Context: an optimization exercise on an open-source flow, tuned for small area. The choices shown serve that exercise and are no tape-out recipe. At most, simulation tests tie the RTL to the original design; equivalence was not proved. Power and IR drop assume default switching activity.

## crossbar
module crossbar (
	input clk,
	input reset,
	input master_0_req,				 
	output master_0_ack,
	input master_0_cmd,				 
	output master_0_resp,
	input [31:0] master_0_addr,
	input [31:0] master_0_wdata,
	output [31:0] master_0_rdata,
	input master_1_req,				 
	output master_1_ack,
	input master_1_cmd,				 
	output master_1_resp,
	input [31:0] master_1_addr,
	input [31:0] master_1_wdata,
	output [31:0] master_1_rdata,
	input master_2_req,
	output master_2_ack,
	input master_2_cmd,
	output master_2_resp,
	input [31:0] master_2_addr,
	input [31:0] master_2_wdata,
	output [31:0] master_2_rdata,
	input master_3_req,
	output master_3_ack,
	input master_3_cmd,
	output master_3_resp,
	input [31:0] master_3_addr,
	input [31:0] master_3_wdata,
	output [31:0] master_3_rdata,
	output slave_0_req,
	input slave_0_ack,
	output slave_0_cmd,
	input slave_0_resp,
	input [31:0] slave_0_rdata,
	output [31:0] slave_0_wdata,
	output [31:0] slave_0_addr,
	output slave_1_req,
	input slave_1_ack,
	output slave_1_cmd,
	input slave_1_resp,
	input [31:0] slave_1_rdata,
	output [31:0] slave_1_wdata,
	output [31:0] slave_1_addr,
	output slave_2_req,
	input slave_2_ack,
	output slave_2_cmd,
	input slave_2_resp,
	input [31:0] slave_2_rdata,
	output [31:0] slave_2_wdata,
	output [31:0] slave_2_addr,
	output slave_3_req,
	input slave_3_ack,
	output slave_3_cmd,
	input slave_3_resp,
	input [31:0] slave_3_rdata,
	output [31:0] slave_3_wdata,
	output [31:0] slave_3_addr
	);
	wire [3:0] req   = {master_3_req, master_2_req, master_1_req, master_0_req};
	wire [3:0] cmd   = {master_3_cmd, master_2_cmd, master_1_cmd, master_0_cmd};
	wire [3:0] sack  = {slave_3_ack, slave_2_ack, slave_1_ack, slave_0_ack};
	wire [3:0] sresp = {slave_3_resp, slave_2_resp, slave_1_resp, slave_0_resp};
	wire any_ack  = |sack;
	wire any_resp = |sresp;
	reg [3:0] gnt;
	reg [1:0] mask;
	reg       lasmask;
	reg       ledge;
	wire comreq = |(req & gnt);
	wire beg    = (|req) & ~comreq;
	reg [3:0] nxt;
	always @* begin
		case (mask)
			2'd0: nxt = req[1] ? 4'b0010 : req[2] ? 4'b0100 : req[3] ? 4'b1000 : req[0] ? 4'b0001 : 4'b0000;
  ...
For scale: roughly 670 cells after synthesis.
Settings: LEC_CHECK=0, CAP_MARGIN=20, CORE_AREA=5 5 155 155, CTS_BUF_LIST=sky130_fd_sc_hd__clkbuf_2, DIE_AREA=0 0 160 160, SLEW_MARGIN=20, SYNTH_HIERARCHICAL=1; clock period 6.0 ns.
standard.sh (not shown) runs the stock make flow with config.mk's settings and CLKGATE_MAP_FILE= SYNTH_SCRIPT=/design/flow/synth_recipe.tcl, a recipe that flattens the netlist after the stock synthesis.
==> flow/flow/run.sh <==
#!/bin/bash
# Standard ORFS synthesis, then every combinational cell swapped to its lowest
# drive strength (the repair steps size up what needs it), then the standard
# ORFS layout with the smallest plain buffer on every port.
set -euo pipefail
RES=orfs/results/$FLOW_PLATFORM/crossbar/base
bash standard.sh synth > synth.log 2>&1
SYNTH_ODB=$RES/1_synth.odb openroad -no_init -exit flow/shrink.tcl > shrink.log 2>&1
bash standard.sh "BUFFER_PORTS_ARGS=-buffer_cell sky130_fd_sc_hd__buf_1" finish > standard.log 2>&1
==> flow/flow/shrink.tcl <==
# Swap every combinational cell of the synthesized netlist to the lowest drive
# strength of the same cell; the later repair steps size up what needs it.
# Flip-flops keep the cell type synthesis gave them.
read_db $::env(SYNTH_ODB)
set db [ord::get_db]
set block [ord::get_db_block]
set n 0
foreach inst [$block getInsts] {
  set m [[$inst getMaster] getName]
  if {![regexp {^(sky130_fd_sc_hd__[a-z0-9]+)_([0-9]+)$} $m -> base drive]} { continue }
  if {[regexp {__(df|ed|sd|dl|conb|tap|fill|decap|diode)} $base]} { continue }
  foreach d {1 0} {
    if {$d eq $drive} { break }
    set nm [$db findMaster ${base}_$d]
    if {$nm ne "NULL"} {
      $inst swapMaster $nm
      incr n
      break
    }
  }
}
puts "shrink: swapped $n cells"
write_db $::env(SYNTH_ODB)
The baseline failed in I/O pin placement (3_2_place_iop).
Rerun with:
--- a/flow/config.mk
+++ b/flow/config.mk
@@ -9 +9 @@
-export CORE_AREA = 5 5 155 155
+export CORE_AREA = 5 5 195 195
@@ -11 +11 @@
-export DIE_AREA = 0 0 160 160
+export DIE_AREA = 0 0 200 200
The new run stopped in I/O pin placement (3_2_place_iop).
Area after synthesis does not change.
Synthesized cell count is unchanged.
Function was not checked in any run of this note: the RTL went through the layout flow alone.

---

v2:
Another version of the RTL of crossbar (not shown whole).
For scale: about 660 cells after synthesis, about 3800 sq um of cells after synthesis.
clock: 6.0 ns
lec_check: 0
cap_margin: 20
core_area: 5 5 295 295
cts_buf_list: sky130_fd_sc_hd__clkbuf_2 sky130_fd_sc_hd__clkbuf_4 sky130_fd_sc_hd__clkbuf_8
die_area: 0 0 300 300
slew_margin: 20
synth_hierarchical: 1
Scripts as last shown in full above: flow/flow/run.sh, flow/flow/shrink.tcl
Setup changes, v2 to v22
- an added GPL_TIMING_DRIVEN of 0
[summary]
Timing, DRC, antenna: 0 failures across v2 and v22
v22 has power above what v2 had.
Per the comparison of v22 with v2, global-route wire length before repair shrank by about 3.4%, buffer share of cell area grew by 1.3 points, total number of sequential cells held steady, count of plain and timing-repair buffers in the layout held steady, switching power shrank by about 1.5%.
Delta (v22 minus v2): final clock period utilization by the worst path higher, maximum single-stage delay on the critical path +40 ps.
What v40 does differently from v22 at the input level:
- changing SLEW_MARGIN from 20 to 5
- changing CAP_MARGIN from 20 to 5
- changing CTS_BUF_LIST from sky130_fd_sc_hd__clkbuf_2 sky130_fd_sc_hd__clkbuf_4 sky130_fd_sc_hd__clkbuf_8 to sky130_fd_sc_hd__clkbuf_4
- removing GPL_TIMING_DRIVEN (formerly 0)
## What came out
Re clock period minus final worst setup slack: v22 was higher than v40. v40 ended with less design area than v22. Of v40 and v22, it is v40 that has the higher global-route usage. Overall routed net length was lower in v22 than in v40. The setup slack of v40 is larger than that of v22. Fraction of power consumed by combinational cells: v22 vs v40, no meaningful difference. For v22, the top routing layer in use was met5, unlike v40, where it was met4. Total design power was higher in v22 than in v40. Between v22 and v40, the difference in via count is negligible.
Input changes introduced in v26 (baseline for comparison: v40):
- DIE_AREA: 0 0 300 300 -> 0 0 250 250
- SLEW_MARGIN: 5 -> 20
- CORE_AREA: 5 5 295 295 -> 5 5 245 245
- CAP_MARGIN: 5 -> 20
--- a/flow/flow/run.sh
+++ b/flow/flow/run.sh
@@ -8,2 +8,2 @@
 SYNTH_ODB=$RES/1_synth.odb openroad -no_init -exit flow/shrink.tcl > shrink.log 2>&1
-bash standard.sh "BUFFER_PORTS_ARGS=-buffer_cell sky130_fd_sc_hd__buf_1" finish > standard.log 2>&1
+bash standard.sh "BUFFER_PORTS_ARGS=-buffer_cell sky130_fd_sc_hd__buf_1" "PLACE_PINS_ARGS=-min_distance 1 -min_distance_in_tracks" finish > standard.log 2>&1
==> comparison <==
Cell area | v26 vs v40 | v26 smaller. Compared with v40, in v26 later-pin clock latency in the skew report lost 30 ps; normalized max-slew margin now larger. Going from v40 to v26, cell-internal power lower; routability-driven placement congestion ratio saw an increase; portion of the clock cycle consumed by the worst path in the final layout lower. Compared with v40, in v26 fraction of met3 tracks used by global routing went up 1.8 points; wire length reported by the detailed router went down 8.1 mm; power in combinational cells went down 7.3%; post-route clock skew held; core footprint went down 31%.

---

Starting RTL as in the previous note.
Design crossbar, start of the top module:
module crossbar (
	input clk,
	input reset,
	input master_0_req,				 
	output master_0_ack,
	input master_0_cmd,				 
	output master_0_resp,
	input [31:0] master_0_addr,
	input [31:0] master_0_wdata,
	output [31:0] master_0_rdata,
	input master_1_req,				 
	output master_1_ack,
	input master_1_cmd,				 
	output master_1_resp,
	input [31:0] master_1_addr,
	input [31:0] master_1_wdata,
	output [31:0] master_1_rdata,
	input master_2_req,
	output master_2_ack,
	input master_2_cmd,
	output master_2_resp,
	input [31:0] master_2_addr,
	input [31:0] master_2_wdata,
	output [31:0] master_2_rdata,
	input master_3_req,
	output master_3_ack,
	input master_3_cmd,
	output master_3_resp,
	input [31:0] master_3_addr,
	input [31:0] master_3_wdata,
	output [31:0] master_3_rdata,
	output slave_0_req,
	input slave_0_ack,
	output slave_0_cmd,
	input slave_0_resp,
	input [31:0] slave_0_rdata,
	output [31:0] slave_0_wdata,
	output [31:0] slave_0_addr,
	output slave_1_req,
	input slave_1_ack,
	output slave_1_cmd,
	input slave_1_resp,
	input [31:0] slave_1_rdata,
	output [31:0] slave_1_wdata,
	output [31:0] slave_1_addr,
	output slave_2_req,
	input slave_2_ack,
	output slave_2_cmd,
	input slave_2_resp,
	input [31:0] slave_2_rdata,
	output [31:0] slave_2_wdata,
	output [31:0] slave_2_addr,
	output slave_3_req,
	input slave_3_ack,
	output slave_3_cmd,
	input slave_3_resp,
	input [31:0] slave_3_rdata,
	output [31:0] slave_3_wdata,
	output [31:0] slave_3_addr
	);
clock: 6.0 ns
lec_check: 0
cap_margin: 20
core_area: 5 5 295 295
cts_buf_list: sky130_fd_sc_hd__clkbuf_4
die_area: 0 0 300 300
slew_margin: 20
synth_hierarchical: 1
==> flow/flow/run.sh <==
#!/bin/bash
# Standard ORFS synthesis, then every combinational cell swapped to its lowest
# drive strength (the repair steps size up what needs it), then the standard
# ORFS layout with the smallest plain buffer on every port, and the pins of each
# data bit (the four masters' and four slaves' copies) placed side by side.
set -euo pipefail
RES=orfs/results/$FLOW_PLATFORM/crossbar/base
bash standard.sh synth > synth.log 2>&1
SYNTH_ODB=$RES/1_synth.odb openroad -no_init -exit flow/shrink.tcl > shrink.log 2>&1
bash standard.sh "BUFFER_PORTS_ARGS=-buffer_cell sky130_fd_sc_hd__buf_1" "PLACE_PINS_ARGS=$(cat flow/pin_groups.txt)" GPL_KEEP_OVERFLOW=0.3 "CTS_ARGS=-sink_clustering_enable -repair_clock_nets -buf_list sky130_fd_sc_hd__clkbuf_4 -dont_use_dummy_load" finish > standard.log 2>&1
Scripts as last shown in full above: flow/flow/shrink.tcl
Other scripts of this flow, unchanged in this note and not shown: flow/flow/pin_groups.txt
Rerun with:
--- a/flow/flow/run.sh
+++ b/flow/flow/run.sh
@@ -10 +10 @@
-bash standard.sh "BUFFER_PORTS_ARGS=-buffer_cell sky130_fd_sc_hd__buf_1" "PLACE_PINS_ARGS=$(cat flow/pin_groups.txt)" GPL_KEEP_OVERFLOW=0.3 "CTS_ARGS=-sink_clustering_enable -repair_clock_nets -buf_list sky130_fd_sc_hd__clkbuf_4 -dont_use_dummy_load" finish > standard.log 2>&1
+bash standard.sh "BUFFER_PORTS_ARGS=-buffer_cell sky130_fd_sc_hd__buf_1" "PLACE_PINS_ARGS=$(cat flow/pin_groups.txt)" "CTS_ARGS=-sink_clustering_enable -repair_clock_nets -buf_list sky130_fd_sc_hd__clkbuf_4 -dont_use_dummy_load" finish > standard.log 2>&1
Settings changed: GPL_ROUTABILITY_DRIVEN set to 0.
Outcome: The changed run finished with timing, DRC and antenna clean; setup slack gets worse by 0.25 ns; worst hold slack improves by 0.010 ns; routed wire length grows by 2.4%; fmax drops by 5.7%; combinational power fell by about 1%; flip-flop and latch count does not change; power rises by 1.7%; clock skew fell by 0.0045 ns; register-to-register slack is better by 0.07 ns; synthesized cell count does not change.
Rerun with:
--- a/flow/flow/run.sh
+++ b/flow/flow/run.sh
@@ -10 +10 @@
-bash standard.sh "BUFFER_PORTS_ARGS=-buffer_cell sky130_fd_sc_hd__buf_1" "PLACE_PINS_ARGS=$(cat flow/pin_groups.txt)" "CTS_ARGS=-sink_clustering_enable -repair_clock_nets -buf_list sky130_fd_sc_hd__clkbuf_4 -dont_use_dummy_load" finish > standard.log 2>&1
+bash standard.sh "BUFFER_PORTS_ARGS=-buffer_cell sky130_fd_sc_hd__buf_1" "PLACE_PINS_ARGS=$(cat flow/pin_groups.txt)" finish > standard.log 2>&1
Settings changed: GPL_ROUTABILITY_DRIVEN 0 to not set.
Outcome: The changed run went through all stages and came out clean; die area stays the same; cell area hardly moves; power went up by 0.82%; worst hold slack barely changes.

[static timing again, ports no longer ideal]
The results above use ideal ports. As a check the final layouts listed here were re-extracted and re-timed, cells and wires unchanged. Step 1 sets driving cells, clkbuf_16 on the clock port and buf_2 on the other inputs (assumed; they add their load-dependent delay and slew). Step 2 times the ports against the registers' clock, not the clock port: input delays grow and output delays shrink by t, the midpoint of the rising clock arrivals with the driver on. Slacks: ideal ports / drivers / drivers and shift; pairs: ideal ports / drivers.
run	shift t [ns]	setup WS [ns]	clock arrival spread, ns
v2	0.285	1.487 / 1.402 / 1.402	0.006 / 0.005
v22	0.275	1.050 / 1.027 / 1.027	0.000 / 0.000
v40	0.332	1.487 / 1.402 / 1.402	0.006 / 0.006
v26	0.297	1.530 / 1.433 / 1.433	0.004 / 0.004
the first run of note 3	0.274	1.875 / 1.854 / 1.854	0.015 / 0.015
the second run of note 3	0.317	1.625 / 1.596 / 1.596	0.011 / 0.010
the third run of note 3	0.317	1.641 / 1.612 / 1.612	0.011 / 0.012
After both steps setup and hold are still met in every run listed. For v26, which loses most, drivers alone change the setup slack by -0.097 ns; drivers and shift together by -0.097 ns.
